From an optimization exercise on the open Yosys and OpenROAD flow, aimed at small area and a short achievable clock period; shortcuts taken in it are not production practice. At most, simulation tests tie the RTL to the original design; equivalence was not proved. No functional check of the RTL was part of runs 3 and 4.

File: design/flow/run.sh
#!/bin/bash
# synth_recipe.tcl (not shown) runs the flow's synth.tcl, then flattens the netlist and writes it again
# the make line also repeats each setting of config.mk as NAME=value (left out here)
make -C /OpenROAD-flow-scripts/flow DESIGN_CONFIG=/design/flow/config.mk WORK_HOME=/design/flow/orfs CLKGATE_MAP_FILE= SYNTH_SCRIPT=/design/flow/synth_recipe.tcl finish
File: design/flow/config.mk
export PLATFORM = sky130hd
export DESIGN_NAME = top
export DESIGN_NICKNAME = top
export VERILOG_FILES = /design/flow/design.v
export SDC_FILE = /design/flow/constraint.sdc
export NUM_CORES = 4
export LEC_CHECK = 0
export CAP_MARGIN = 20
export CORE_MARGIN = 2
export CORE_UTILIZATION = 40
export SETUP_SLACK_MARGIN = 3.5
export SLEW_MARGIN = 20
export SYNTH_HIERARCHICAL = 1
export SYNTH_MINIMUM_KEEP_SIZE = 0
export TNS_END_PERCENT = 5
File: design/flow/constraint.sdc
create_clock -name core_clock -period 8.0 [get_ports {clock}]
set_input_delay 1.6000 -clock core_clock [delete_from_list [all_inputs] [get_ports {clock}]]
set_output_delay 1.6000 -clock core_clock [all_outputs]
set_load 0.01 [all_outputs]
File: design/flow/design.v
`default_nettype none
module fpu_s1 (
    input  logic [15:0] a,
    input  logic [15:0] b,
    input  logic        sub,
    output logic [14:0] sum,
    output logic        gsel,
    output logic [11:0] m0,
    output logic [12:0] m1,
    output logic        c8,
    output logic        st
);
    logic [4:0] ea, eb, d;
    logic [9:0] ms, mg;
    logic [12:0] s13, sh;
    logic sticky, eff_sub;
    logic [14:0] ext_g, ext_s;
    assign ea = a[14:10];
    assign eb = b[14:10];
    logic [5:0] dab, dba;
    gt15 ucmp(.x(a[14:0]), .y(b[14:0]), .gt(gsel));
    assign dab = {1'b0, ea} - {1'b0, eb};
    assign dba = {1'b0, eb} - {1'b0, ea};
    assign d  = dab[5] ? dba[4:0] : dab[4:0];
    assign mg = gsel ? a[9:0] : b[9:0];
    assign ms = gsel ? b[9:0] : a[9:0];
    assign s13 = {1'b1, ms, 2'b00};
    assign sh  = s13 >> d;
    always_comb begin
        sticky = d > 5'd10;
        for (int j = 0; j < 8; j++)
            if (ms[j] && d > j + 2) sticky = 1'b1;
    end
    assign ext_g = {2'b01, mg, 3'b000};
    assign ext_s = {1'b0, sh, sticky};
    assign eff_sub = a[15] ^ b[15] ^ sub;
    add15 uadd(.x(ext_g), .y(ext_s ^ {15{eff_sub}}), .ci(eff_sub), .s(sum), .co());
    logic [21:0] r0, r1;
    logic [8:0] lo;
    mul_tree mt(.a(a[9:0]), .b(b[9:0]), .r0, .r1);
    assign lo = {1'b0, r0[7:0]} + {1'b0, r1[7:0]};
    assign c8 = lo[8];
    assign st = |lo[7:0];
    assign m0 = r0[19:8];
    assign m1 = r1[20:8];
endmodule
module fpu_s2 (
    input  logic [15:0] a,
    input  logic [15:0] b,
    input  logic        op_mul,
    input  logic        op_sub,
    input  logic [14:0] sum,
    input  logic        gsel,
    input  logic [11:0] m0,
    input  logic [12:0] m1,
    input  logic        c8,
    input  logic        st,
    output logic [15:0] y
);
    logic sa, sb, sbx;
    logic [4:0] ea, eb, eg;
    logic a_e1, b_e1, a_nan, b_nan, a_inf, b_inf, a_0, b_0;
    logic sg;
    assign sa = a[15];
    assign sb = b[15];
    assign sbx = sb ^ op_sub;
    assign ea = a[14:10];
    assign eb = b[14:10];
    assign a_e1 = &ea;
    assign b_e1 = &eb;
    assign a_nan = a_e1 & (|a[9:0]);
    assign b_nan = b_e1 & (|b[9:0]);
    assign a_inf = a_e1 & ~(|a[9:0]);
    assign b_inf = b_e1 & ~(|b[9:0]);
    assign a_0 = ~(|ea);
    assign b_0 = ~(|eb);
    logic [3:0] nsh;
    logic [14:0] w;
    logic [5:0] exp_a;
    logic ru_a, ovf_a, unf_a, cancel;
    assign eg = gsel ? ea : eb;
    assign sg = gsel ? sa : sbx;
    always_comb begin
        nsh = 4'd12;
        for (int i = 2; i <= 14; i++)
            if (sum[i]) nsh = 4'(14 - i);
    end
    assign w = sum << nsh;
    assign exp_a = {1'b0, eg} + 6'd1 - {2'b00, nsh};
    assign ru_a = w[3] & (w[4] | w[2] | w[1] | w[0]);
    assign ovf_a = sum[14] & (eg == 5'd30);
    assign unf_a = {1'b0, nsh} > eg;
    assign cancel = sum == 15'd0;
    logic [13:0] prod;
    logic p21, rb, pn8, pn12, ru_m, carry_m, quirk, ovf_m, unf_m;
    logic [9:0] m;
    logic [4:0] e_m;
    add14 uprod(.x({2'b01, m0}), .y({1'b0, m1}), .ci(c8), .s(prod), .co());
    assign p21 = prod[13];
    assign m    = p21 ? prod[12:3] : prod[11:2];
    assign rb   = p21 ? prod[2] : prod[1];
    assign pn8  = p21 ? prod[1] : prod[0];
    assign pn12 = p21 ? prod[5] : prod[4];
    assign ru_m = rb & (pn8 | st | pn12);
    assign carry_m = ru_m & (&m);
    logic [5:0] xe;
    logic [4:0] e0, e1;
    assign xe = {1'b0, ea} + {1'b0, eb};
    assign e0 = 5'(xe - 6'd15);
    assign e1 = 5'(xe - 6'd14);
    assign quirk = carry_m & (p21 ? xe >= 6'd29 : xe >= 6'd30);
    assign ovf_m = ~quirk & (p21 ? xe >= 6'd45 : xe >= 6'd46);
    assign unf_m = p21 ? (xe < 6'd14) | ((xe == 6'd14) & ~carry_m)
                       : (xe < 6'd15) | ((xe == 6'd15) & ~carry_m);
    assign e_m = quirk ? 5'd14 : (p21 ? e1 : e0);
    logic [14:0] pre, r15;
    logic ru, sgn, ovf, unf;
    assign pre = op_mul ? {e_m, m} : {exp_a[4:0], w[13:4]};
    assign ru  = op_mul ? ru_m : ru_a;
    inc15 uinc(.x(pre), .ci(ru), .s(r15));
    assign sgn = op_mul ? sa ^ sb : sg;
    assign ovf = op_mul ? ovf_m : ovf_a;
    assign unf = op_mul ? unf_m : unf_a;
    always_comb begin
        if (a_nan || b_nan)                               y = 16'hFFFF;
        else if (!op_mul && a_inf && b_inf && sa != sbx)  y = 16'hFFFF;
        else if (!op_mul && a_inf)                        y = a;
        else if (!op_mul && b_inf)                        y = {sbx, b[14:0]};
        else if (op_mul && (a_inf || b_inf))              y = {sa ^ sb, 15'h7C00};
        else if (!op_mul && a_0 && b_0)                   y = 16'd0;
        else if (!op_mul && a_0)                          y = {sbx, b[14:0]};
        else if (op_mul && (a_0 || b_0))                  y = 16'd0;
        else if (!op_mul && b_0)                          y = {sa ^ op_sub, a[14:0]};
        else if (!op_mul && cancel)                       y = 16'd0;
        else if (ovf)                                     y = {sgn, 15'h7C00};
        else if (unf)                                     y = {sgn, 15'h0000};
        else                                              y = {sgn, r15};
    end
endmodule
module mul_tree (input logic [9:0] a, input logic [9:0] b, output logic [21:0] r0, output logic [21:0] r1);
    logic pp_0_0, pp_0_1, pp_0_2, pp_0_3, pp_0_4, pp_0_5, pp_0_6, pp_0_7, pp_0_8, pp_0_9, pp_1_0, pp_1_1, pp_1_2, pp_1_3, pp_1_4, pp_1_5, pp_1_6, pp_1_7, pp_1_8, pp_1_9, pp_2_0, pp_2_1, pp_2_2, pp_2_3, pp_2_4, pp_2_5, pp_2_6, pp_2_7, pp_2_8, pp_2_9, pp_3_0, pp_3_1, pp_3_2, pp_3_3, pp_3_4, pp_3_5, pp_3_6, pp_3_7, pp_3_8, pp_3_9, pp_4_0, pp_4_1, pp_4_2, pp_4_3, pp_4_4, pp_4_5, pp_4_6, pp_4_7, pp_4_8, pp_4_9, pp_5_0, pp_5_1, pp_5_2, pp_5_3, pp_5_4, pp_5_5, pp_5_6, pp_5_7, pp_5_8, pp_5_9, pp_6_0, pp_6_1, pp_6_2, pp_6_3, pp_6_4, pp_6_5, pp_6_6, pp_6_7, pp_6_8, pp_6_9, pp_7_0, pp_7_1, pp_7_2, pp_7_3, pp_7_4, pp_7_5, pp_7_6, pp_7_7, pp_7_8, pp_7_9, pp_8_0, pp_8_1, pp_8_2, pp_8_3, pp_8_4, pp_8_5, pp_8_6, pp_8_7, pp_8_8, pp_8_9, pp_9_0, pp_9_1, pp_9_2, pp_9_3, pp_9_4, pp_9_5, pp_9_6, pp_9_7, pp_9_8, pp_9_9, t1, t2, t3, t4, t5, t6, t7, t8, t9, t10, t11, t12, t13, t14, t15, t16, t17, t18, t19, t20, t21, t22, t23, t24, t25, t26, t27, t28, t29, t30, t31, t32, t33, t34, t35, t36, t37, t38, t39, t40, t41, t42, t43, t44, t45, t46, t47, t48, t49, t50, t51, t52, t53, t54, t55, t56, t57, t58, t59, t60, t61, t62, t63, t64, t65, t66, t67, t68, t69, t70, t71, t72, t73, t74, t75, t76, t77, t78, t79, t80, t81, t82, t83, t84, t85, t86, t87, t88, t89, t90, t91, t92, t93, t94, t95, t96, t97, t98, t99, t100, t101, t102, t103, t104, t105, t106, t107, t108, t109, t110, t111, t112, t113, t114, t115, t116, t117, t118, t119, t120, t121, t122, t123, t124, t125, t126, t127, t128, t129, t130, t131, t132, t133, t134, t135, t136, t137, t138, t139, t140, t141, t142, t143, t144, t145, t146, t147, t148, t149, t150, t151, t152, t153, t154, t155, t156, t157, t158, t159, t160, t161, t162, t163, t164, t165, t166, t167, t168, t169, t170, t171, t172, t173, t174, t175, t176, t177, t178, t179, t180;
    assign pp_0_0 = a[0] & b[0];
    assign pp_0_1 = a[0] & b[1];
    assign pp_0_2 = a[0] & b[2];
    assign pp_0_3 = a[0] & b[3];
    assign pp_0_4 = a[0] & b[4];
    assign pp_0_5 = a[0] & b[5];
    assign pp_0_6 = a[0] & b[6];
    assign pp_0_7 = a[0] & b[7];
    assign pp_0_8 = a[0] & b[8];
    assign pp_0_9 = a[0] & b[9];
    assign pp_1_0 = a[1] & b[0];
    assign pp_1_1 = a[1] & b[1];
    assign pp_1_2 = a[1] & b[2];
    assign pp_1_3 = a[1] & b[3];
    assign pp_1_4 = a[1] & b[4];
    assign pp_1_5 = a[1] & b[5];
    assign pp_1_6 = a[1] & b[6];
    assign pp_1_7 = a[1] & b[7];
    assign pp_1_8 = a[1] & b[8];
    assign pp_1_9 = a[1] & b[9];
    assign pp_2_0 = a[2] & b[0];
    assign pp_2_1 = a[2] & b[1];
    assign pp_2_2 = a[2] & b[2];
    assign pp_2_3 = a[2] & b[3];
    assign pp_2_4 = a[2] & b[4];
    assign pp_2_5 = a[2] & b[5];
    assign pp_2_6 = a[2] & b[6];
    assign pp_2_7 = a[2] & b[7];
    assign pp_2_8 = a[2] & b[8];
    assign pp_2_9 = a[2] & b[9];
    assign pp_3_0 = a[3] & b[0];
    assign pp_3_1 = a[3] & b[1];
    assign pp_3_2 = a[3] & b[2];
    assign pp_3_3 = a[3] & b[3];
    assign pp_3_4 = a[3] & b[4];
    assign pp_3_5 = a[3] & b[5];
    assign pp_3_6 = a[3] & b[6];
    assign pp_3_7 = a[3] & b[7];
    assign pp_3_8 = a[3] & b[8];
    assign pp_3_9 = a[3] & b[9];
    assign pp_4_0 = a[4] & b[0];
    assign pp_4_1 = a[4] & b[1];
    assign pp_4_2 = a[4] & b[2];
    assign pp_4_3 = a[4] & b[3];
    assign pp_4_4 = a[4] & b[4];
    assign pp_4_5 = a[4] & b[5];
    assign pp_4_6 = a[4] & b[6];
    assign pp_4_7 = a[4] & b[7];
    assign pp_4_8 = a[4] & b[8];
    assign pp_4_9 = a[4] & b[9];
    assign pp_5_0 = a[5] & b[0];
    assign pp_5_1 = a[5] & b[1];
    assign pp_5_2 = a[5] & b[2];
    assign pp_5_3 = a[5] & b[3];
    assign pp_5_4 = a[5] & b[4];
    assign pp_5_5 = a[5] & b[5];
    assign pp_5_6 = a[5] & b[6];
    assign pp_5_7 = a[5] & b[7];
    assign pp_5_8 = a[5] & b[8];
    assign pp_5_9 = a[5] & b[9];
    assign pp_6_0 = a[6] & b[0];
    assign pp_6_1 = a[6] & b[1];
    assign pp_6_2 = a[6] & b[2];
    assign pp_6_3 = a[6] & b[3];
    assign pp_6_4 = a[6] & b[4];
    assign pp_6_5 = a[6] & b[5];
    assign pp_6_6 = a[6] & b[6];
    assign pp_6_7 = a[6] & b[7];
    assign pp_6_8 = a[6] & b[8];
    assign pp_6_9 = a[6] & b[9];
    assign pp_7_0 = a[7] & b[0];
    assign pp_7_1 = a[7] & b[1];
    assign pp_7_2 = a[7] & b[2];
    assign pp_7_3 = a[7] & b[3];
    assign pp_7_4 = a[7] & b[4];
    assign pp_7_5 = a[7] & b[5];
    assign pp_7_6 = a[7] & b[6];
    assign pp_7_7 = a[7] & b[7];
    assign pp_7_8 = a[7] & b[8];
    assign pp_7_9 = a[7] & b[9];
    assign pp_8_0 = a[8] & b[0];
    assign pp_8_1 = a[8] & b[1];
    assign pp_8_2 = a[8] & b[2];
    assign pp_8_3 = a[8] & b[3];
    assign pp_8_4 = a[8] & b[4];
    assign pp_8_5 = a[8] & b[5];
    assign pp_8_6 = a[8] & b[6];
    assign pp_8_7 = a[8] & b[7];
    assign pp_8_8 = a[8] & b[8];
    assign pp_8_9 = a[8] & b[9];
    assign pp_9_0 = a[9] & b[0];
    assign pp_9_1 = a[9] & b[1];
    assign pp_9_2 = a[9] & b[2];
    assign pp_9_3 = a[9] & b[3];
    assign pp_9_4 = a[9] & b[4];
    assign pp_9_5 = a[9] & b[5];
    assign pp_9_6 = a[9] & b[6];
    assign pp_9_7 = a[9] & b[7];
    assign pp_9_8 = a[9] & b[8];
    assign pp_9_9 = a[9] & b[9];
    assign t1 = pp_0_9 ^ pp_1_8;
    assign t2 = pp_0_9 & pp_1_8;
    fa3 u_t3 (.x(a[0]), .y(pp_1_9), .z(pp_2_8), .s(t3), .c(t4));
    assign t5 = pp_3_7 ^ pp_4_6;
    assign t6 = pp_3_7 & pp_4_6;
    fa3 u_t7 (.x(a[1]), .y(pp_2_9), .z(pp_3_8), .s(t7), .c(t8));
    assign t9 = pp_4_7 ^ pp_5_6;
    assign t10 = pp_4_7 & pp_5_6;
    fa3 u_t11 (.x(a[2]), .y(pp_3_9), .z(pp_4_8), .s(t11), .c(t12));
    assign t13 = pp_0_6 ^ pp_1_5;
    assign t14 = pp_0_6 & pp_1_5;
    fa3 u_t15 (.x(pp_0_7), .y(pp_1_6), .z(pp_2_5), .s(t15), .c(t16));
    assign t17 = pp_3_4 ^ pp_4_3;
    assign t18 = pp_3_4 & pp_4_3;
    fa3 u_t19 (.x(pp_0_8), .y(pp_1_7), .z(pp_2_6), .s(t19), .c(t20));
    fa3 u_t21 (.x(pp_3_5), .y(pp_4_4), .z(pp_5_3), .s(t21), .c(t22));
    assign t23 = pp_6_2 ^ pp_7_1;
    assign t24 = pp_6_2 & pp_7_1;
    fa3 u_t25 (.x(pp_2_7), .y(pp_3_6), .z(pp_4_5), .s(t25), .c(t26));
    fa3 u_t27 (.x(pp_5_4), .y(pp_6_3), .z(pp_7_2), .s(t27), .c(t28));
    fa3 u_t29 (.x(pp_8_1), .y(pp_9_0), .z(t1), .s(t29), .c(t30));
    fa3 u_t31 (.x(pp_5_5), .y(pp_6_4), .z(pp_7_3), .s(t31), .c(t32));
    fa3 u_t33 (.x(pp_8_2), .y(pp_9_1), .z(b[0]), .s(t33), .c(t34));
    fa3 u_t35 (.x(t2), .y(t3), .z(t5), .s(t35), .c(t36));
    fa3 u_t37 (.x(pp_6_5), .y(pp_7_4), .z(pp_8_3), .s(t37), .c(t38));
    fa3 u_t39 (.x(pp_9_2), .y(b[1]), .z(t4), .s(t39), .c(t40));
    fa3 u_t41 (.x(t6), .y(t7), .z(t9), .s(t41), .c(t42));
    fa3 u_t43 (.x(pp_5_7), .y(pp_6_6), .z(pp_7_5), .s(t43), .c(t44));
    fa3 u_t45 (.x(pp_8_4), .y(pp_9_3), .z(b[2]), .s(t45), .c(t46));
    fa3 u_t47 (.x(t8), .y(t10), .z(t11), .s(t47), .c(t48));
    fa3 u_t49 (.x(a[3]), .y(pp_4_9), .z(pp_5_8), .s(t49), .c(t50));
    fa3 u_t51 (.x(pp_6_7), .y(pp_7_6), .z(pp_8_5), .s(t51), .c(t52));
    fa3 u_t53 (.x(pp_9_4), .y(b[3]), .z(t12), .s(t53), .c(t54));
    fa3 u_t55 (.x(a[4]), .y(pp_5_9), .z(pp_6_8), .s(t55), .c(t56));
    fa3 u_t57 (.x(pp_7_7), .y(pp_8_6), .z(pp_9_5), .s(t57), .c(t58));
    fa3 u_t59 (.x(a[5]), .y(pp_6_9), .z(pp_7_8), .s(t59), .c(t60));
    assign t61 = pp_0_4 ^ pp_1_3;
    assign t62 = pp_0_4 & pp_1_3;
    fa3 u_t63 (.x(pp_0_5), .y(pp_1_4), .z(pp_2_3), .s(t63), .c(t64));
    assign t65 = pp_3_2 ^ pp_4_1;
    assign t66 = pp_3_2 & pp_4_1;
    fa3 u_t67 (.x(pp_2_4), .y(pp_3_3), .z(pp_4_2), .s(t67), .c(t68));
    fa3 u_t69 (.x(pp_5_1), .y(pp_6_0), .z(t13), .s(t69), .c(t70));
    fa3 u_t71 (.x(pp_5_2), .y(pp_6_1), .z(pp_7_0), .s(t71), .c(t72));
    fa3 u_t73 (.x(t14), .y(t15), .z(t17), .s(t73), .c(t74));
    fa3 u_t75 (.x(pp_8_0), .y(t16), .z(t18), .s(t75), .c(t76));
    fa3 u_t77 (.x(t19), .y(t21), .z(t23), .s(t77), .c(t78));
    fa3 u_t79 (.x(t20), .y(t22), .z(t24), .s(t79), .c(t80));
    fa3 u_t81 (.x(t25), .y(t27), .z(t29), .s(t81), .c(t82));
    fa3 u_t83 (.x(t26), .y(t28), .z(t30), .s(t83), .c(t84));
    fa3 u_t85 (.x(t31), .y(t33), .z(t35), .s(t85), .c(t86));
    fa3 u_t87 (.x(t32), .y(t34), .z(t36), .s(t87), .c(t88));
    fa3 u_t89 (.x(t37), .y(t39), .z(t41), .s(t89), .c(t90));
    fa3 u_t91 (.x(t38), .y(t40), .z(t42), .s(t91), .c(t92));
    fa3 u_t93 (.x(t43), .y(t45), .z(t47), .s(t93), .c(t94));
    fa3 u_t95 (.x(t44), .y(t46), .z(t48), .s(t95), .c(t96));
    fa3 u_t97 (.x(t49), .y(t51), .z(t53), .s(t97), .c(t98));
    fa3 u_t99 (.x(b[4]), .y(t50), .z(t52), .s(t99), .c(t100));
    fa3 u_t101 (.x(t54), .y(t55), .z(t57), .s(t101), .c(t102));
    fa3 u_t103 (.x(pp_8_7), .y(pp_9_6), .z(b[5]), .s(t103), .c(t104));
    fa3 u_t105 (.x(t56), .y(t58), .z(t59), .s(t105), .c(t106));
    fa3 u_t107 (.x(a[6]), .y(pp_7_9), .z(pp_8_8), .s(t107), .c(t108));
    fa3 u_t109 (.x(pp_9_7), .y(b[6]), .z(t60), .s(t109), .c(t110));
    fa3 u_t111 (.x(a[7]), .y(pp_8_9), .z(pp_9_8), .s(t111), .c(t112));
    assign t113 = pp_0_3 ^ pp_1_2;
    assign t114 = pp_0_3 & pp_1_2;
    fa3 u_t115 (.x(pp_2_2), .y(pp_3_1), .z(pp_4_0), .s(t115), .c(t116));
    fa3 u_t117 (.x(pp_5_0), .y(t62), .z(t63), .s(t117), .c(t118));
    fa3 u_t119 (.x(t64), .y(t66), .z(t67), .s(t119), .c(t120));
    fa3 u_t121 (.x(t68), .y(t70), .z(t71), .s(t121), .c(t122));
    fa3 u_t123 (.x(t72), .y(t74), .z(t75), .s(t123), .c(t124));
    fa3 u_t125 (.x(t76), .y(t78), .z(t79), .s(t125), .c(t126));
    fa3 u_t127 (.x(t80), .y(t82), .z(t83), .s(t127), .c(t128));
    fa3 u_t129 (.x(t84), .y(t86), .z(t87), .s(t129), .c(t130));
    fa3 u_t131 (.x(t88), .y(t90), .z(t91), .s(t131), .c(t132));
    fa3 u_t133 (.x(t92), .y(t94), .z(t95), .s(t133), .c(t134));
    fa3 u_t135 (.x(t96), .y(t98), .z(t99), .s(t135), .c(t136));
    fa3 u_t137 (.x(t100), .y(t102), .z(t103), .s(t137), .c(t138));
    fa3 u_t139 (.x(t104), .y(t106), .z(t107), .s(t139), .c(t140));
    fa3 u_t141 (.x(b[7]), .y(t108), .z(t110), .s(t141), .c(t142));
    fa3 u_t143 (.x(a[8]), .y(pp_9_9), .z(b[8]), .s(t143), .c(t144));
    assign t145 = pp_0_2 ^ pp_1_1;
    assign t146 = pp_0_2 & pp_1_1;
    fa3 u_t147 (.x(pp_2_1), .y(pp_3_0), .z(t113), .s(t147), .c(t148));
    fa3 u_t149 (.x(t61), .y(t114), .z(t115), .s(t149), .c(t150));
    fa3 u_t151 (.x(t65), .y(t116), .z(t117), .s(t151), .c(t152));
    fa3 u_t153 (.x(t69), .y(t118), .z(t119), .s(t153), .c(t154));
    fa3 u_t155 (.x(t73), .y(t120), .z(t121), .s(t155), .c(t156));
    fa3 u_t157 (.x(t77), .y(t122), .z(t123), .s(t157), .c(t158));
    fa3 u_t159 (.x(t81), .y(t124), .z(t125), .s(t159), .c(t160));
    fa3 u_t161 (.x(t85), .y(t126), .z(t127), .s(t161), .c(t162));
    fa3 u_t163 (.x(t89), .y(t128), .z(t129), .s(t163), .c(t164));
    fa3 u_t165 (.x(t93), .y(t130), .z(t131), .s(t165), .c(t166));
    fa3 u_t167 (.x(t97), .y(t132), .z(t133), .s(t167), .c(t168));
    fa3 u_t169 (.x(t101), .y(t134), .z(t135), .s(t169), .c(t170));
    fa3 u_t171 (.x(t105), .y(t136), .z(t137), .s(t171), .c(t172));
    fa3 u_t173 (.x(t109), .y(t138), .z(t139), .s(t173), .c(t174));
    fa3 u_t175 (.x(t111), .y(t140), .z(t141), .s(t175), .c(t176));
    fa3 u_t177 (.x(t112), .y(t142), .z(t143), .s(t177), .c(t178));
    fa3 u_t179 (.x(a[9]), .y(b[9]), .z(t144), .s(t179), .c(t180));
    assign r0 = {1'b0, 1'b1, t178, t176, t174, t172, t170, t168, t166, t164, t162, t160, t158, t156, t154, t152, t150, t148, t146, pp_2_0, pp_0_1, pp_0_0};
    assign r1 = {1'b0, t180, t179, t177, t175, t173, t171, t169, t167, t165, t163, t161, t159, t157, t155, t153, t151, t149, t147, t145, pp_1_0, 1'b0};
endmodule
module fa3 (input logic x, y, z, output logic s, c);
    assign s = x ^ y ^ z;
    assign c = (x & y) | (x & z) | (y & z);
endmodule
module gt15 (input logic [14:0] x, input logic [14:0] y, output logic gt);
    logic [14:0] p, g;
    logic G1, P1, G2, P2, G3, P3, G4, P4, G5, P5, G6, P6, G7, P7, G8, P8, G9, P9, G10, P10, G11, P11, G12, P12, G13, P13, G14, P14;
    assign p = ~(x ^ y);
    assign g = x & ~y;
    pg_cell u1 (.gh(g[1]), .ph(p[1]), .gl(g[0]), .pl(p[0]), .go(G1), .po(P1));
    pg_cell u2 (.gh(g[3]), .ph(p[3]), .gl(g[2]), .pl(p[2]), .go(G2), .po(P2));
    pg_cell u3 (.gh(g[5]), .ph(p[5]), .gl(g[4]), .pl(p[4]), .go(G3), .po(P3));
    pg_cell u4 (.gh(g[7]), .ph(p[7]), .gl(g[6]), .pl(p[6]), .go(G4), .po(P4));
    pg_cell u5 (.gh(g[9]), .ph(p[9]), .gl(g[8]), .pl(p[8]), .go(G5), .po(P5));
    pg_cell u6 (.gh(g[11]), .ph(p[11]), .gl(g[10]), .pl(p[10]), .go(G6), .po(P6));
    pg_cell u7 (.gh(g[13]), .ph(p[13]), .gl(g[12]), .pl(p[12]), .go(G7), .po(P7));
    pg_cell u8 (.gh(G2), .ph(P2), .gl(G1), .pl(P1), .go(G8), .po(P8));
    pg_cell u9 (.gh(G4), .ph(P4), .gl(G3), .pl(P3), .go(G9), .po(P9));
    pg_cell u10 (.gh(G6), .ph(P6), .gl(G5), .pl(P5), .go(G10), .po(P10));
    pg_cell u11 (.gh(g[14]), .ph(p[14]), .gl(G7), .pl(P7), .go(G11), .po(P11));
    pg_cell u12 (.gh(G9), .ph(P9), .gl(G8), .pl(P8), .go(G12), .po(P12));
    pg_cell u13 (.gh(G11), .ph(P11), .gl(G10), .pl(P10), .go(G13), .po(P13));
    pg_g u14 (.gh(G13), .ph(P13), .gl(G12), .go(G14));
    assign gt = G14;
endmodule
module add15 (input logic [14:0] x, input logic [14:0] y, input logic ci, output logic [14:0] s, output logic co);
    logic [14:0] p, g;
    logic G1, P1, G2, P2, G3, P3, G4, P4, G5, P5, G6, P6, G7, P7, G8, P8, G9, P9, G10, P10, G11, P11, G12, P12, G13, P13, G14, P14, G15, P15, G16, P16, G17, P17, G18, P18, G19, P19, G20, P20, G21, P21, G22, P22, G23, P23, G24, P24, G25, P25, G26, P26, G27, P27, G28, P28;
    assign p = x ^ y;
    assign g = x & y;
    logic g0c;
    pg_g u_cin (.gh(g[0]), .ph(p[0]), .gl(ci), .go(g0c));
    pg_cell u1 (.gh(g[1]), .ph(p[1]), .gl(g0c), .pl(p[0]), .go(G1), .po(P1));
    pg_cell u2 (.gh(g[3]), .ph(p[3]), .gl(g[2]), .pl(p[2]), .go(G2), .po(P2));
    pg_cell u3 (.gh(g[5]), .ph(p[5]), .gl(g[4]), .pl(p[4]), .go(G3), .po(P3));
    pg_cell u4 (.gh(g[7]), .ph(p[7]), .gl(g[6]), .pl(p[6]), .go(G4), .po(P4));
    pg_cell u5 (.gh(g[9]), .ph(p[9]), .gl(g[8]), .pl(p[8]), .go(G5), .po(P5));
    pg_cell u6 (.gh(g[11]), .ph(p[11]), .gl(g[10]), .pl(p[10]), .go(G6), .po(P6));
    pg_cell u7 (.gh(g[13]), .ph(p[13]), .gl(g[12]), .pl(p[12]), .go(G7), .po(P7));
    pg_g u8 (.gh(g[2]), .ph(p[2]), .gl(G1), .go(G8));
    pg_cell u9 (.gh(G2), .ph(P2), .gl(G1), .pl(P1), .go(G9), .po(P9));
    pg_cell u10 (.gh(g[6]), .ph(p[6]), .gl(G3), .pl(P3), .go(G10), .po(P10));
    pg_cell u11 (.gh(G4), .ph(P4), .gl(G3), .pl(P3), .go(G11), .po(P11));
    pg_cell u12 (.gh(g[10]), .ph(p[10]), .gl(G5), .pl(P5), .go(G12), .po(P12));
    pg_cell u13 (.gh(G6), .ph(P6), .gl(G5), .pl(P5), .go(G13), .po(P13));
    pg_cell u14 (.gh(g[14]), .ph(p[14]), .gl(G7), .pl(P7), .go(G14), .po(P14));
    pg_g u15 (.gh(g[4]), .ph(p[4]), .gl(G9), .go(G15));
    pg_g u16 (.gh(G3), .ph(P3), .gl(G9), .go(G16));
    pg_g u17 (.gh(G10), .ph(P10), .gl(G9), .go(G17));
    pg_cell u18 (.gh(G11), .ph(P11), .gl(G9), .pl(P9), .go(G18), .po(P18));
    pg_cell u19 (.gh(g[12]), .ph(p[12]), .gl(G13), .pl(P13), .go(G19), .po(P19));
    pg_cell u20 (.gh(G7), .ph(P7), .gl(G13), .pl(P13), .go(G20), .po(P20));
    pg_cell u21 (.gh(G14), .ph(P14), .gl(G13), .pl(P13), .go(G21), .po(P21));
    pg_g u22 (.gh(g[8]), .ph(p[8]), .gl(G18), .go(G22));
    pg_g u23 (.gh(G5), .ph(P5), .gl(G18), .go(G23));
    pg_g u24 (.gh(G12), .ph(P12), .gl(G18), .go(G24));
    pg_g u25 (.gh(G13), .ph(P13), .gl(G18), .go(G25));
    pg_g u26 (.gh(G19), .ph(P19), .gl(G18), .go(G26));
    pg_g u27 (.gh(G20), .ph(P20), .gl(G18), .go(G27));
    pg_g u28 (.gh(G21), .ph(P21), .gl(G18), .go(G28));
    assign s = p ^ {G27, G26, G25, G24, G23, G22, G18, G17, G16, G15, G9, G8, G1, g0c, ci};
    assign co = G28;
endmodule
module add14 (input logic [13:0] x, input logic [13:0] y, input logic ci, output logic [13:0] s, output logic co);
    logic [13:0] p, g;
    logic G1, P1, G2, P2, G3, P3, G4, P4, G5, P5, G6, P6, G7, P7, G8, P8, G9, P9, G10, P10, G11, P11, G12, P12, G13, P13, G14, P14, G15, P15, G16, P16, G17, P17, G18, P18, G19, P19, G20, P20, G21, P21, G22, P22, G23, P23, G24, P24, G25, P25;
    assign p = x ^ y;
    assign g = x & y;
    logic g0c;
    pg_g u_cin (.gh(g[0]), .ph(p[0]), .gl(ci), .go(g0c));
    pg_cell u1 (.gh(g[1]), .ph(p[1]), .gl(g0c), .pl(p[0]), .go(G1), .po(P1));
    pg_cell u2 (.gh(g[3]), .ph(p[3]), .gl(g[2]), .pl(p[2]), .go(G2), .po(P2));
    pg_cell u3 (.gh(g[5]), .ph(p[5]), .gl(g[4]), .pl(p[4]), .go(G3), .po(P3));
    pg_cell u4 (.gh(g[7]), .ph(p[7]), .gl(g[6]), .pl(p[6]), .go(G4), .po(P4));
    pg_cell u5 (.gh(g[9]), .ph(p[9]), .gl(g[8]), .pl(p[8]), .go(G5), .po(P5));
    pg_cell u6 (.gh(g[11]), .ph(p[11]), .gl(g[10]), .pl(p[10]), .go(G6), .po(P6));
    pg_cell u7 (.gh(g[13]), .ph(p[13]), .gl(g[12]), .pl(p[12]), .go(G7), .po(P7));
    pg_g u8 (.gh(g[2]), .ph(p[2]), .gl(G1), .go(G8));
    pg_cell u9 (.gh(G2), .ph(P2), .gl(G1), .pl(P1), .go(G9), .po(P9));
    pg_cell u10 (.gh(g[6]), .ph(p[6]), .gl(G3), .pl(P3), .go(G10), .po(P10));
    pg_cell u11 (.gh(G4), .ph(P4), .gl(G3), .pl(P3), .go(G11), .po(P11));
    pg_cell u12 (.gh(g[10]), .ph(p[10]), .gl(G5), .pl(P5), .go(G12), .po(P12));
    pg_cell u13 (.gh(G6), .ph(P6), .gl(G5), .pl(P5), .go(G13), .po(P13));
    pg_g u14 (.gh(g[4]), .ph(p[4]), .gl(G9), .go(G14));
    pg_g u15 (.gh(G3), .ph(P3), .gl(G9), .go(G15));
    pg_g u16 (.gh(G10), .ph(P10), .gl(G9), .go(G16));
    pg_cell u17 (.gh(G11), .ph(P11), .gl(G9), .pl(P9), .go(G17), .po(P17));
    pg_cell u18 (.gh(g[12]), .ph(p[12]), .gl(G13), .pl(P13), .go(G18), .po(P18));
    pg_cell u19 (.gh(G7), .ph(P7), .gl(G13), .pl(P13), .go(G19), .po(P19));
    pg_g u20 (.gh(g[8]), .ph(p[8]), .gl(G17), .go(G20));
    pg_g u21 (.gh(G5), .ph(P5), .gl(G17), .go(G21));
    pg_g u22 (.gh(G12), .ph(P12), .gl(G17), .go(G22));
    pg_g u23 (.gh(G13), .ph(P13), .gl(G17), .go(G23));
    pg_g u24 (.gh(G18), .ph(P18), .gl(G17), .go(G24));
    pg_g u25 (.gh(G19), .ph(P19), .gl(G17), .go(G25));
    assign s = p ^ {G24, G23, G22, G21, G20, G17, G16, G15, G14, G9, G8, G1, g0c, ci};
    assign co = G25;
endmodule
module inc15 (input logic [14:0] x, input logic ci, output logic [14:0] s);
    logic A1, A2, A3, A4, A5, A6, A7, A8, A9, A10, A11, A12, A13, A14, A15, A16, A17, A18, A19, A20, A21, A22, A23, A24, A25, A26, A27, A28;
    and_cell u1 (.a(x[1]), .b(x[0]), .y(A1));
    and_cell u2 (.a(x[3]), .b(x[2]), .y(A2));
    and_cell u3 (.a(x[5]), .b(x[4]), .y(A3));
    and_cell u4 (.a(x[7]), .b(x[6]), .y(A4));
    and_cell u5 (.a(x[9]), .b(x[8]), .y(A5));
    and_cell u6 (.a(x[11]), .b(x[10]), .y(A6));
    and_cell u7 (.a(x[13]), .b(x[12]), .y(A7));
    and_cell u8 (.a(x[2]), .b(A1), .y(A8));
    and_cell u9 (.a(A2), .b(A1), .y(A9));
    and_cell u10 (.a(x[6]), .b(A3), .y(A10));
    and_cell u11 (.a(A4), .b(A3), .y(A11));
    and_cell u12 (.a(x[10]), .b(A5), .y(A12));
    and_cell u13 (.a(A6), .b(A5), .y(A13));
    and_cell u14 (.a(x[14]), .b(A7), .y(A14));
    and_cell u15 (.a(x[4]), .b(A9), .y(A15));
    and_cell u16 (.a(A3), .b(A9), .y(A16));
    and_cell u17 (.a(A10), .b(A9), .y(A17));
    and_cell u18 (.a(A11), .b(A9), .y(A18));
    and_cell u19 (.a(x[12]), .b(A13), .y(A19));
    and_cell u20 (.a(A7), .b(A13), .y(A20));
    and_cell u21 (.a(A14), .b(A13), .y(A21));
    and_cell u22 (.a(x[8]), .b(A18), .y(A22));
    and_cell u23 (.a(A5), .b(A18), .y(A23));
    and_cell u24 (.a(A12), .b(A18), .y(A24));
    and_cell u25 (.a(A13), .b(A18), .y(A25));
    and_cell u26 (.a(A19), .b(A18), .y(A26));
    and_cell u27 (.a(A20), .b(A18), .y(A27));
    and_cell u28 (.a(A21), .b(A18), .y(A28));
    assign s = x ^ {(A27 & ci), (A26 & ci), (A25 & ci), (A24 & ci), (A23 & ci), (A22 & ci), (A18 & ci), (A17 & ci), (A16 & ci), (A15 & ci), (A9 & ci), (A8 & ci), (A1 & ci), (x[0] & ci), ci};
endmodule
module pg_cell (input logic gh, ph, gl, pl, output logic go, po);
    assign go = gh | (ph & gl);
    assign po = ph & pl;
endmodule
module pg_g (input logic gh, ph, gl, output logic go);
    assign go = gh | (ph & gl);
endmodule
module and_cell (input logic a, b, output logic y);
    assign y = a & b;
endmodule
module input_16(
    input logic clock, reset,
    input logic [9:0] data_in,
    output logic [15:0] num1, num2,
    output logic op_mul, op_sub,
    output logic start,
    output logic sub_now
);
    logic count;
    logic is_a, is_b, is_op;
    assign is_a  = data_in[1:0] == 2'b01;
    assign is_b  = data_in[1:0] == 2'b10;
    assign is_op = data_in[1:0] == 2'b11;
    assign sub_now = is_op ? data_in[3] : op_sub;
    always_ff @(posedge clock or posedge reset) begin
        if (reset) begin
            num1 <= 'd0;
            num2 <= 'd0;
            start <= 1'b0;
            count <= 1'b0;
        end
        else begin
            if (is_a && !count) num1[7:0]  <= data_in[9:2];
            if (is_a &&  count) num1[15:8] <= data_in[9:2];
            if (is_b && !count) num2[7:0]  <= data_in[9:2];
            if (is_b &&  count) num2[15:8] <= data_in[9:2];
            if (is_a || is_b) count <= ~count;
            start <= is_op;
        end
    end
    always_ff @(posedge clock) begin
        if (is_op) begin
            op_mul <= data_in[4];
            op_sub <= data_in[3];
        end
    end
endmodule: input_16
module output_16(
    input logic clock, reset,
    input logic [15:0] ans,
    input logic done_calc,
    output logic [9:0] data_out
);
    logic count;
    logic valid;
    logic [7:0] byte_q;
    assign data_out = {byte_q, valid, valid};
    always_ff @(posedge clock or posedge reset) begin
        if (reset) begin
            byte_q <= 'd0;
            valid <= 1'b0;
            count <= 1'b0;
        end
        else begin
            valid <= done_calc | count;
            count <= done_calc;
            byte_q <= done_calc ? ans[15:8] : count ? ans[7:0] : 8'd0;
        end
    end
endmodule: output_16
module top(
    input logic clock, reset,
    input logic [9:0] inp,
    output logic [9:0] out
);
    logic [15:0] a, b, y;
    logic op_mul, op_sub, start;
    logic sub_now;
    input_16 in1(.clock, .reset, .data_in(inp), .num1(a), .num2(b),
                 .op_mul, .op_sub, .start, .sub_now);
    logic [14:0] sum, sum_d;
    logic gsel, gsel_d;
    logic [11:0] m0, m0_d;
    logic [12:0] m1, m1_d;
    logic c8, c8_d, st, st_d;
    fpu_s1 s1(.a, .b, .sub(sub_now), .sum(sum_d), .gsel(gsel_d),
              .m0(m0_d), .m1(m1_d), .c8(c8_d), .st(st_d));
    always_ff @(posedge clock) begin
        sum  <= sum_d;
        gsel <= gsel_d;
        m0   <= m0_d;
        m1   <= m1_d;
        c8   <= c8_d;
        st   <= st_d;
    end
    fpu_s2 s2(.a, .b, .op_mul, .op_sub, .sum, .gsel, .m0, .m1, .c8, .st, .y);
    output_16 out1(.clock, .reset, .ans(y), .done_calc(start), .data_out(out));
endmodule
==> flow_summary.json, run 1 <==
{
  "holdWs_ps": 563,
  "crit_path_start_kind": "flip-flop",
  "dr.first_iter.drc_count": 879,
  "syn_to_final_growth_pct": 10.4,
  "fin_skew_ps": 7.37,
  "grt.total_usage_pct": 20.9,
  "synth.avg_cell_area_um2": 9.37,
  "io-pin-count": 22,
  "final_max_slew_viol_count": 0,
  "min_path_cells": 1,
  "holdCritPathClass": "reg -> reg",
  "status": "timing/DRC/antenna clean",
  "fin_tns_setup_ps": 0,
  "drc": 0,
  "end_kind": "flip-flop",
  "maxCapViolCount": 0,
  "rsz0062_at_grt": "true",
  "cp.depth": 19,
  "cts.sinks": 89,
  "crit_top_cell": "a21o_1",
  "grt_pass1_vias": 9014,
  "dieWidth_um": 176,
  "place_ws_ps": 2660,
  "avgViaCountPerCell": 5.67,
  "critical_path.max_stage_delay_ps": 520,
  "critical_path_class": "reg -> reg",
  "via_count": 9599,
  "first_pass_iters": 7,
  "grt_max_degree": 35,
  "relSlewSlack_pct": 39.7,
  "rows": 63,
  "cp_data_arrival_time_ps": 4650,
  "cts_tree": "yes",
  "ff_latch_area_um2": 2100,
  "fin_crit_ps": 4400,
  "worst_slew_pin_slew_ps": 893,
  "fin_crit_sh_pct": 55.0,
  "io_buffers": 21,
  "dp_hpwl_mm": 23.7,
  "setup_ws_ps": 3600,
  "yosys_warnings": 11,
  "synth_cells": 1265,
  "nNetsFinal": 1489,
  "clkTransAtPathRegs_ps": 80,
  "start_util_pct": 40.3,
  "path_cells": "ha_1 > a21o_1 > a21o_1 > a21o_1 > a21o_4 > buf_12 > nor3_1 > a21oi_1 > or4_1 > nand4_1 > nand4_1 > xnor2_1 > ha_1 > a21o_1 > a21o_1 > a21o_1 > a21o_4 > a21o_1 > xor2_1",
  "die_y_um": 176,
  "hold_violations": 0,
  "dieArea_um2": 31000,
  "cts_buffers": 9,
  "gp_congestion": 0.880,
  "finalSetupViolations": 0,
  "drive_above_1_share_pct": 18.4,
  "clock-root-buffer": "clkbuf_16",
  "antenna_found_initial": 0,
  "fmax_mhz": 227,
  "cts-htree-levels": 3,
  "slowest_stage": "dfrtp_4",
  "worstSkewPairLatency_ps": 360,
  "wl_per_cell_um": 19.6,
  "cts_buffer_depth": 2,
  "core_area_um2": 29400,
  "fillers": 2848,
  "grt_pass1_wl_mm": 50.7,
  "crit_path_max_fanout": 17,
  "path_buf_inv": 1,
  "ant_nets": 0,
  "postCtsHoldBufs": 0,
  "reg2reg_depth": 19,
  "netlist_area_um2": 11900,
  "antenna_cells": 0,
  "totalWireLength_mm": 33.2,
  "critPathRequiredTime_ps": 8250,
  "cp_top_family": "compound AO/OA/AOI/OAI gates",
  "overflow": 0,
  "multi_input_area_um2": 9160
}
==> final timing paths <==
check                            start             end  slack [ps]
max reg2reg                in1.num1[5]         sum[14]        3600
min                          in1.count       in1.count         560
min reg2reg                  in1.count       in1.count         560
max                        in1.num1[5]         sum[14]        3600
min in group asynchronous        reset  out1.byte_q[7]        1590
max in group asynchronous        reset     in1.num1[4]        5960
==> placed cells by master, fill, tap and decap left out, types with 7 or more instances in the layout <==
| master | count |
|---|---|
| a211oi_1 | 9 |
| nor3_1 | 10 |
| clkdlybuf4s50_1 | 19 |
| nand4_1 | 8 |
| mux2i_1 | 19 |
| clkbuf_16 | 10 |
| dfrtp_1 | 14 |
| a21o_1 | 68 |
| ha_1 | 93 |
| dfrtp_4 | 20 |
| a22o_1 | 21 |
| mux4_2 | 9 |
| dfxtp_1 | 44 |
| nand2_1 | 84 |
| o31ai_1 | 7 |
| a21oi_1 | 51 |
| nand2b_1 | 7 |
| mux2_4 | 19 |
| mux2_2 | 40 |
| nand3_1 | 28 |
| nor2_1 | 43 |
| dfrtp_2 | 10 |
| nor2b_1 | 10 |
| buf_4 | 70 |
| inv_1 | 58 |
| o211ai_1 | 12 |
| o221ai_1 | 9 |
| xor2_1 | 36 |
| and2_1 | 159 |
| fa_1 | 84 |
| conb_1 | 9 |
| xnor2_1 | 37 |
| o21ai_0 | 37 |
| nor4_1 | 10 |
==> repair_timing <==
action	in CTS	in global routing
gates resized for setup	48	27
hold endpoints to repair	0	0
setup buffers	14	53
pin swaps	2	9
setup endpoints to repair	17	19
cloned	0	1
==> final cells by class <==
class,instances,area share [%]
multi-input cells,1041,70.0
flip-flops and latches,89,16.0
repair buffers,96,6.24
well taps,390,3.73
clock buffers,9,1.72
inverters,60,1.72
clock inverters,7,0.516
==> per-layer routing <==
layer / wire [µm] / GRT usage (%)
met1: 15500 / 29.7
met2: 15500 / 34.0
met3: 1390 / 2.30
met4: 759 / 5.13
met5: 0 / 0
==> sequential cells by signal (all words and copies together) (netlist names) <==
register	cells
in1.num1	16
in1.num2	16
sum	15
m1	13
m0	12
out1.byte_q	8
c8	1
gsel	1
in1.count	1
in1.op_mul	1
in1.op_sub	1
in1.start	1
out1.count	1
out1.valid	1
st	1
==> per-stage QoR <==
stage | utilization, % | cell area, µm² | instances
4_1_cts | 42.6 | 12500 | 1638
2_1_floorplan | - | 11900 | 1269
3_3_place_gp | 41.0 | 12100 | 1608
6_report | 44.5 | 13100 | 1692
3_5_place_dp | 41.0 | 12100 | 1608
5_1_grt | 44.5 | 13100 | 1692
==> run 2: changes to the inputs <==
--- a/design/flow/config.mk
+++ b/design/flow/config.mk
@@ -13,3 +13,2 @@
 export SYNTH_HIERARCHICAL = 1
 export SYNTH_MINIMUM_KEEP_SIZE = 0
-export TNS_END_PERCENT = 5
==> flow_summary.json, run 2 <==
{
  "via_count": 9600,
  "setup_ws_ps": 3640,
  "relSlewSlack_pct": 40.7,
  "holdCritPathClass": "reg -> reg",
  "grt_pass1_wl_mm": 51.0,
  "start_util_pct": 40.3,
  "io-pin-count": 22,
  "fmax_mhz": 229,
  "overflow": 0,
  "grt_pass1_vias": 9075,
  "antenna_cells": 0,
  "first_pass_iters": 6,
  "crit_path_max_fanout": 11,
  "end_kind": "flip-flop",
  "final_common_cell": "and2_1",
  "grt.total_usage_pct": 21.0,
  "cts.sinks": 89,
  "rsz0062_at_grt": "true",
  "clkTransAtPathRegs_ps": 80,
  "core_area_um2": 29400,
  "hold_violations": 0,
  "dr.first_iter.drc_count": 1008,
  "syn_to_final_growth_pct": 10.6,
  "fillers": 2844,
  "critical_path_class": "in -> reg",
  "cts_tree": "yes",
  "dieWidth_um": 176,
  "maxCapViolCount": 0,
  "status": "timing/DRC/antenna clean",
  "yosys_warnings": 11,
  "fin_crit_sh_pct": 54.6,
  "critPathRequiredTime_ps": 8250,
  "cts_buffer_depth": 2,
  "drc": 0,
  "io_buffers": 21,
  "worstSkewPairLatency_ps": 370,
  "ant_nets": 0,
  "most-common-layout-cells": "and2_1, ha_1, nand2_1, fa_1, buf_4",
  "crit_path_start_kind": "input port",
  "final_max_slew_viol_count": 0,
  "antenna_found_initial": 0,
  "place_ws_ps": 2660,
  "synth.avg_cell_area_um2": 9.37,
  "reg_top3": "in1.num1 (16), in1.num2 (16), sum (15)",
  "synth_cells": 1265,
  "rows": 63,
  "fin_skew_ps": 7.64,
  "cts_buffers": 9,
  "cts-htree-levels": 3,
  "drive_above_1_share_pct": 18.6,
  "cp_data_arrival_time_ps": 4620,
  "dieArea_um2": 31000,
  "gp_congestion": 0.880,
  "fin_tns_setup_ps": 0,
  "avgViaCountPerCell": 5.67,
  "dp_hpwl_mm": 23.7,
  "worst_slew_pin_slew_ps": 879,
  "finalSetupViolations": 0,
  "grt_max_degree": 35,
  "clock-root-buffer": "clkbuf_16",
  "netlist_area_um2": 11900,
  "nNetsFinal": 1491,
  "totalWireLength_mm": 33.1,
  "wl_per_cell_um": 19.5,
  "fin_crit_ps": 4360,
  "postCtsHoldBufs": 0,
  "die_y_um": 176
}
[run 2: final cells by class]
| cell class | instances | area (µm²) | area share, % |
|---|---|---|---|
| Multi-Input combinational cell | 1041 | 9160 | 69.9 |
| Timing Repair Buffer | 98 | 845 | 6.44 |
| Clock inverter | 7 | 67.6 | 0.515 |
| Inverter | 60 | 225 | 1.72 |
| Tap cell | 390 | 488 | 3.72 |
| Sequential cell | 89 | 2100 | 16.0 |
| Clock buffer | 9 | 225 | 1.72 |
[run 2: what timing repair did]
item / 4_1_cts / 5_1_grt
setup endpoints to repair: 17 / 18
pin swaps: 2 / 10
resized for setup: 52 / 23
setup buffers: 19 / 50
gates cloned: 0 / 1
[run 2: layer usage]
metal / global-route usage (%) / wire (µm) / up-vias
li1: - / - / 4518
met1: 29.7 / 15500 / 4778
met2: 34.4 / 15500 / 265
met3: 2.17 / 1450 / 39
met4: 5.44 / 685 / 0
met5: 0 / 0 / -
[run 2: critical path, cell delays in order]
cell and delay [ps]:
clkdlybuf4s50_1 550, mux2_2 360, xor2_1 170, xnor2_2 150, buf_4 160, inv_2 210, xnor2_1 120, ha_1 310
a21o_1 200, a21o_1 220, a21o_4 250, a21o_1 160, xor2_1 140
[run 2: path summary, 6_finish.rpt]
kind                        startpoint              to  slack [ps]  cells after the start
hold reg to reg              in1.count       in1.count         560                      1
hold / removal               in1.count       in1.count         560                      1
min in group asynchronous        reset  out1.byte_q[7]        1590                      2
setup / recovery                inp[3]         sum[14]        3640                     13
setup reg to reg           in1.num1[8]         sum[14]        3660                     19
max in group asynchronous        reset     in1.num1[4]        5960                      3
[run 2: per-stage QoR]
| step | hold slack, ps | util (%) | instance area, µm² | instances |
|---|---|---|---|---|
| 6_report | 562 | 44.6 | 13100 | 1694 |
| 4_1_cts | 568 | 42.8 | 12600 | 1643 |
| 3_3_place_gp | 549 | 41.0 | 12100 | 1608 |
| 5_1_grt | 591 | 44.6 | 13100 | 1694 |
| 2_1_floorplan | 458 | - | 11900 | 1269 |
| 3_5_place_dp | 553 | 41.0 | 12100 | 1608 |
==> run 3: changes to the inputs <==
--- a/design/flow/design.v
+++ b/design/flow/design.v
@@ -122,19 +122,24 @@
     assign ovf = op_mul ? ovf_m : ovf_a;
     assign unf = op_mul ? unf_m : unf_a;
-    always_comb begin
-        if (a_nan || b_nan)                               y = 16'hFFFF;
-        else if (!op_mul && a_inf && b_inf && sa != sbx)  y = 16'hFFFF;
-        else if (!op_mul && a_inf)                        y = a;
-        else if (!op_mul && b_inf)                        y = {sbx, b[14:0]};
-        else if (op_mul && (a_inf || b_inf))              y = {sa ^ sb, 15'h7C00};
-        else if (!op_mul && a_0 && b_0)                   y = 16'd0;
-        else if (!op_mul && a_0)                          y = {sbx, b[14:0]};
-        else if (op_mul && (a_0 || b_0))                  y = 16'd0;
-        else if (!op_mul && b_0)                          y = {sa ^ op_sub, a[14:0]};
-        else if (!op_mul && cancel)                       y = 16'd0;
-        else if (ovf)                                     y = {sgn, 15'h7C00};
-        else if (unf)                                     y = {sgn, 15'h0000};
-        else                                              y = {sgn, r15};
-    end
+    logic nan_r, inf_r, sel_a, sel_b, regular, sel_inf, sel_r, sgn_r;
+    logic [14:0] mag;
+    assign nan_r = a_nan | b_nan | (~op_mul & a_inf & b_inf & (sa ^ sbx));
+    assign inf_r = ~nan_r & (a_inf | b_inf);
+    assign sel_a = ~op_mul & ~a_0 & b_0 & ~nan_r & ~inf_r;
+    assign sel_b = ~op_mul & a_0 & ~b_0 & ~nan_r & ~inf_r;
+    assign regular = ~nan_r & ~inf_r & ~a_0 & ~b_0 & (op_mul | ~cancel);
+    assign sel_inf = inf_r | (regular & ovf);
+    assign sel_r = regular & ~ovf & ~unf;
+    assign mag = ({15{nan_r}} & 15'h7FFF)
+               | ({15{sel_inf}} & 15'h7C00)
+               | ({15{sel_a}} & a[14:0])
+               | ({15{sel_b}} & b[14:0])
+               | ({15{sel_r}} & r15);
+    assign sgn_r = nan_r
+                 | (inf_r & (op_mul ? sa ^ sb : (a_inf ? sa : sbx)))
+                 | (sel_a & (sa ^ op_sub))
+                 | (sel_b & sbx)
+                 | (regular & sgn);
+    assign y = {sgn_r, mag};
 endmodule
 module mul_tree (input logic [9:0] a, input logic [9:0] b, output logic [21:0] r0, output logic [21:0] r1);
--- a/design/flow/config.mk
+++ b/design/flow/config.mk
@@ -9,5 +9,5 @@
 export CORE_MARGIN = 2
 export CORE_UTILIZATION = 40
-export SETUP_SLACK_MARGIN = 3.5
+export SETUP_SLACK_MARGIN = 3.25
 export SLEW_MARGIN = 20
 export SYNTH_HIERARCHICAL = 1
==> flow_summary.json, run 3 <==
{
  "status": "timing/DRC/antenna clean",
  "min-delay-start": "out1.count",
  "gp_congestion": 0.870,
  "die_y_um": 175,
  "drc": 0,
  "most-common-layout-cells": "and2_1, ha_1, fa_1",
  "rows": 62,
  "design_area_um2": 12900,
  "final_common_cell": "and2_1",
  "ff2ff_setup_slack_ps": 3410,
  "met3_usage_pct": 3.61,
  "io-pin-count": 22,
  "holdPathEnd": "out1.valid",
  "reg2reg_depth": 19,
  "min_path_cells": 1,
  "wl_per_cell_um": 19.6,
  "antenna_cells": 0,
  "synth.avg_cell_area_um2": 9.63,
  "io_buffers": 21,
  "start_util_pct": 40.6,
  "dieWidth_um": 175,
  "syn_to_final_growth_pct": 10.4,
  "synth_cells": 1210,
  "cts-htree-levels": 3,
  "clock-root-buffer": "clkbuf_16",
  "crit_path_start_kind": "input port",
  "core_area_um2": 28700,
  "fin_crit_ps": 4610,
  "fin_crit_sh_pct": 57.6,
  "yosys_warnings": 11,
  "grtUsageMet2_pct": 33.3,
  "hold_violations": 0,
  "cts_buffers": 9,
  "avgViaCountPerCell": 5.60,
  "fin_tns_setup_ps": 0,
  "ant_nets": 0,
  "first_pass_iters": 6,
  "nNetsFinal": 1415,
  "via_count": 9029,
  "fmax_mhz": 217,
  "reg2reg_to": "sum[14]",
  "dp_hpwl_mm": 22.0,
  "fin_skew_ps": 13.3,
  "cts_tree": "yes",
  "reg_top3": "in1.num1 (16), in1.num2 (16), sum (15)",
  "critical_path_class": "in -> reg",
  "grt_use_met1_pct": 27.7,
  "relSlewSlack_pct": 41.9,
  "crit_path_max_fanout": 7,
  "finalSetupViolations": 0,
  "dpl_cell_area_um2": 11900,
  "cts_buffer_depth": 2,
  "dr.first_iter.drc_count": 557,
  "grt_max_degree": 35,
  "end_kind": "flip-flop",
  "rsz0062_at_grt": "false",
  "clkTransAtPathRegs_ps": 70,
  "busiest_layer": "met2",
  "final_max_slew_viol_count": 0,
  "cts.sinks": 89,
  "maxCapViolCount": 0,
  "drive_above_1_share_pct": 18.3,
  "dieArea_um2": 30500,
  "worst_slew_pin_slew_ps": 869,
  "grt_pass1_vias": 9006,
  "cp_data_arrival_time_ps": 4850,
  "r2r_start": "in1.num1[3]",
  "antenna_found_initial": 0,
  "worstSkewPairLatency_ps": 360,
  "overflow": 0,
  "grt.total_usage_pct": 20.4,
  "netlist_area_um2": 11700,
  "holdCritPathClass": "reg -> reg",
  "grt_pass1_wl_mm": 49.5,
  "totalWireLength_mm": 31.7,
  "critPathRequiredTime_ps": 8240
}
[run 3: layout make-up]
type	instances	area, µm²
Fill cell	2788	15800
Multi-Input combinational cell	961	8980
Sequential cell	89	2080
Timing Repair Buffer	79	728
Tap cell	384	480
Inverter	83	317
Clock buffer	9	225
Clock inverter	7	53.8
[run 3: layer usage]
metal	vias to the layer above	wire length [µm]	share of wire [%]
met1	4457	14300	45
met5	-	0	0
met3	75	1830	5.8
met2	269	14600	46
li1	4228	-	-
met4	0	916	2.9
[run 3: through the flow]
| stage | worst slack [ps] | instances | utilization, % | hold slack (ps) |
|---|---|---|---|---|
| detailed placement | 2260 | 1546 | 41.4 | 530 |
| global placement | 2320 | 1546 | 41.4 | 532 |
| CTS | 3260 | 1568 | 42.9 | 549 |
| finish | 3390 | 1612 | 44.8 | 553 |
| global route | 3230 | 1612 | 44.8 | 576 |
| floorplan | 3330 | 1214 | - | 458 |
[run 3: worst max-delay path by stage]
stage,startpoint,end,slack (ps),depth (start not counted)
after floorplan,inp[0],sum[10],3330,12
after global placement,inp[0],sum[12],2320,13
after detailed placement,inp[0],sum[14],2260,13
after CTS,in1.num1[14],sum[14],3260,16
after global routing,in1.num1[5],sum[14],3230,19
final,inp[0],sum[14],3390,13
[run 3: worst max-delay path: stages]
cell and delay, ps:
clkdlybuf4s50_1 540, ha_1 200, mux2_2 380, xor2_2 180, xnor2_4 260, xnor2_1 130
ha_1 340, a21o_1 210, a21o_1 220, a21o_4 240, a21o_4 240, a21o_1 160
xor2_1 140
[run 3: what timing repair did]
item | in CTS | in global routing
pin swaps | 3 | 15
gates cloned | 0 | 1
endpoints found under the setup margin | 19 | 14
gates resized for setup | 38 | 41
buffers inserted | 6 | 42
hold buffers | 0 | 0
==> run 4: changes to the inputs <==
--- a/design/flow/config.mk
+++ b/design/flow/config.mk
@@ -9,5 +9,5 @@
 export CORE_MARGIN = 2
 export CORE_UTILIZATION = 40
-export SETUP_SLACK_MARGIN = 3.25
+export SETUP_SLACK_MARGIN = 3.5
 export SLEW_MARGIN = 20
 export SYNTH_HIERARCHICAL = 1
==> flow_summary.json, run 4 <==
{
  "fin_tns_setup_ps": 0,
  "hold_violations": 0,
  "dieWidth_um": 175,
  "avgViaCountPerCell": 5.58,
  "io-pin-count": 22,
  "antenna_found_initial": 0,
  "min-delay-start": "out1.count",
  "status": "timing/DRC/antenna clean",
  "fin_crit_ps": 4500,
  "end_kind": "flip-flop",
  "crit_path_start_kind": "flip-flop",
  "critical_path_class": "reg -> reg",
  "layoutNonFillerInstCount": 1639,
  "fin_util_pct": 46.4,
  "dp.cells": 1547,
  "final_common_cell": "and2_1",
  "dr.first_iter.drc_count": 858,
  "synth_cells": 1210,
  "holdCritPathClass": "reg -> reg",
  "fin_crit_sh_pct": 56.3,
  "grt_max_degree": 35,
  "reg2reg_depth": 25,
  "io_buffers": 21,
  "cts-htree-levels": 3,
  "syn_to_final_growth_pct": 14.2,
  "dp_hpwl_mm": 22.4,
  "overflow": 0,
  "grt_pass1_wl_mm": 50.1,
  "rsz0062_at_grt": "true",
  "finalSetupViolations": 0,
  "cts_buffer_depth": 2,
  "final_max_slew_viol_count": 0,
  "critPathRequiredTime_ps": 8280,
  "ant_nets": 0,
  "grt.total_usage_pct": 20.8,
  "worstSkewPairLatency_ps": 370,
  "totalWireLength_mm": 32.3,
  "min_path_cells": 1,
  "drive_above_1_share_pct": 21.8,
  "holdPathEnd": "out1.valid",
  "drc": 0,
  "start_util_pct": 40.6,
  "dpl_cell_area_um2": 11900,
  "netlist_area_um2": 11700,
  "cts_buffers": 9,
  "rows": 62,
  "ff2ff_setup_slack_ps": 3500,
  "clock-root-buffer": "clkbuf_16",
  "fin_skew_ps": 11.8,
  "wl_per_cell_um": 19.7,
  "grt_pass1_vias": 8837,
  "most-common-layout-cells": "and2_1, ha_1, fa_1",
  "die_y_um": 175,
  "cts_tree": "yes",
  "fmax_mhz": 222,
  "first_pass_iters": 6,
  "reg2reg_to": "out1.byte_q[6]",
  "design_area_um2": 13300,
  "gp_congestion": 0.899,
  "yosys_warnings": 11,
  "cp_data_arrival_time_ps": 4780,
  "dieArea_um2": 30500,
  "maxCapViolCount": 0,
  "cts.sinks": 89,
  "core_area_um2": 28700,
  "crit_path_max_fanout": 13,
  "clkTransAtPathRegs_ps": 70,
  "worst_slew_pin_slew_ps": 957,
  "antenna_cells": 0,
  "relSlewSlack_pct": 36.2,
  "via_count": 9143,
  "r2r_start": "m1[0]",
  "synth.avg_cell_area_um2": 9.63,
  "nNetsFinal": 1442,
  "reg_top3": "in1.num1 (16), in1.num2 (16), sum (15)"
}
-- run 4: worst max-delay path by stage --
| stage | start | end | slack (ps) | cells after the start |
|---|---|---|---|---|
| floorplan | inp[0] | sum[10] | 3600 | 12 |
| global placement | inp[0] | sum[10] | 2700 | 13 |
| detailed placement | inp[0] | sum[10] | 2670 | 13 |
| CTS | m0[0] | out1.byte_q[6] | 3500 | 23 |
| global route | m1[0] | out1.byte_q[6] | 3270 | 22 |
| finish | m1[0] | out1.byte_q[6] | 3500 | 25 |
-- run 4: critical path, cell delays in order, from the launching register on --
cell and delay (ps):
dfxtp_2 330, ha_4 240, a21o_1 190, a21o_1 220, a21o_4 250, a21o_4 230
a21o_4 220, xor2_4 170, buf_12 130, buf_4 140, bufbuf_16 290, o21a_1 110
o21ai_1 110, buf_4 200, o31ai_4 110, buf_4 160, o22a_1 170, and2_1 150
and2_4 150, and2_4 150, nand2_2 70, xnor2_2 100, inv_1 70, o311ai_2 260
nand2_1 80, o21ai_1 100
-- run 4: routing by layer --
metal | routed length (µm) | up-vias | GRT usage, %
li1 | - | 4283 | -
met1 | 14800 | 4587 | 28.7
met2 | 15600 | 237 | 34.6
met3 | 1410 | 36 | 2.59
met4 | 584 | 0 | 5.35
met5 | 0 | - | 0
-- run 4: repair_timing --
item	CTS	global route
endpoints found under the setup margin	19	17
pin swaps	18	25
gates cloned	2	1
buffers inserted	26	47
resized for setup	53	55
hold buffers	0	0
hold endpoints to repair	0	0
-- run 4: layout make-up --
class | count | area [µm²]
Sequential cell | 89 | 2090
Inverter | 83 | 314
Clock inverter | 5 | 57.6
Fill cell | 2721 | 15400
Multi-Input combinational cell | 961 | 9080
Timing Repair Buffer | 106 | 1000
Tap cell | 384 | 480
Clock buffer | 11 | 275
-- run 4: per-stage QoR --
| step | setup WS (ps) | hold WS (ps) |
|---|---|---|
| after global placement | 2700 | 505 |
| after detailed placement | 2670 | 517 |
| final | 3500 | 536 |
| after floorplan | 3600 | 458 |
| after CTS | 3500 | 532 |
| after global routing | 3270 | 557 |

==> port drivers added, routing unchanged <==
The results above use ideal ports. As a check the final layouts listed here were re-extracted and re-timed, cells and wires unchanged. Step 1 (the two cells are an assumption about what drives the block):
set clk [get_ports {clock}]
set_driving_cell -lib_cell sky130_fd_sc_hd__clkbuf_16 $clk
set_driving_cell -lib_cell sky130_fd_sc_hd__buf_2 [delete_from_list [all_inputs] $clk]
Step 2, shift: input delay + t, output delay - t, t = (earliest + latest rising clock arrival at the registers) / 2. This alone moves slack from input paths to output paths. Three values: ideal, step 1, step 2; two values: the first two.
| run | t (ns) | slack for setup (ns) | clock arrival spread, ns | worst register clock-pin slew, ns | pins driven straight from the clock port |
|---|---|---|---|---|---|
| run 1 | 0.410 | 3.599 / 3.599 / 3.243 | 0.008 / 0.008 | 0.08 / 0.08 | 1 |
| run 2 | 0.414 | 3.635 / 3.656 / 3.250 | 0.007 / 0.007 | 0.08 / 0.08 | 1 |
| run 3 | 0.399 | 3.390 / 3.411 / 3.011 | 0.015 / 0.015 | 0.08 / 0.08 | 1 |
| run 4 | 0.402 | 3.497 / 3.497 / 3.345 | 0.014 / 0.013 | 0.08 / 0.08 | 1 |
After both steps setup and hold are still met in every run listed. For run 2, which loses most, drivers alone change the setup slack by +0.021 ns; drivers and shift together by -0.385 ns.
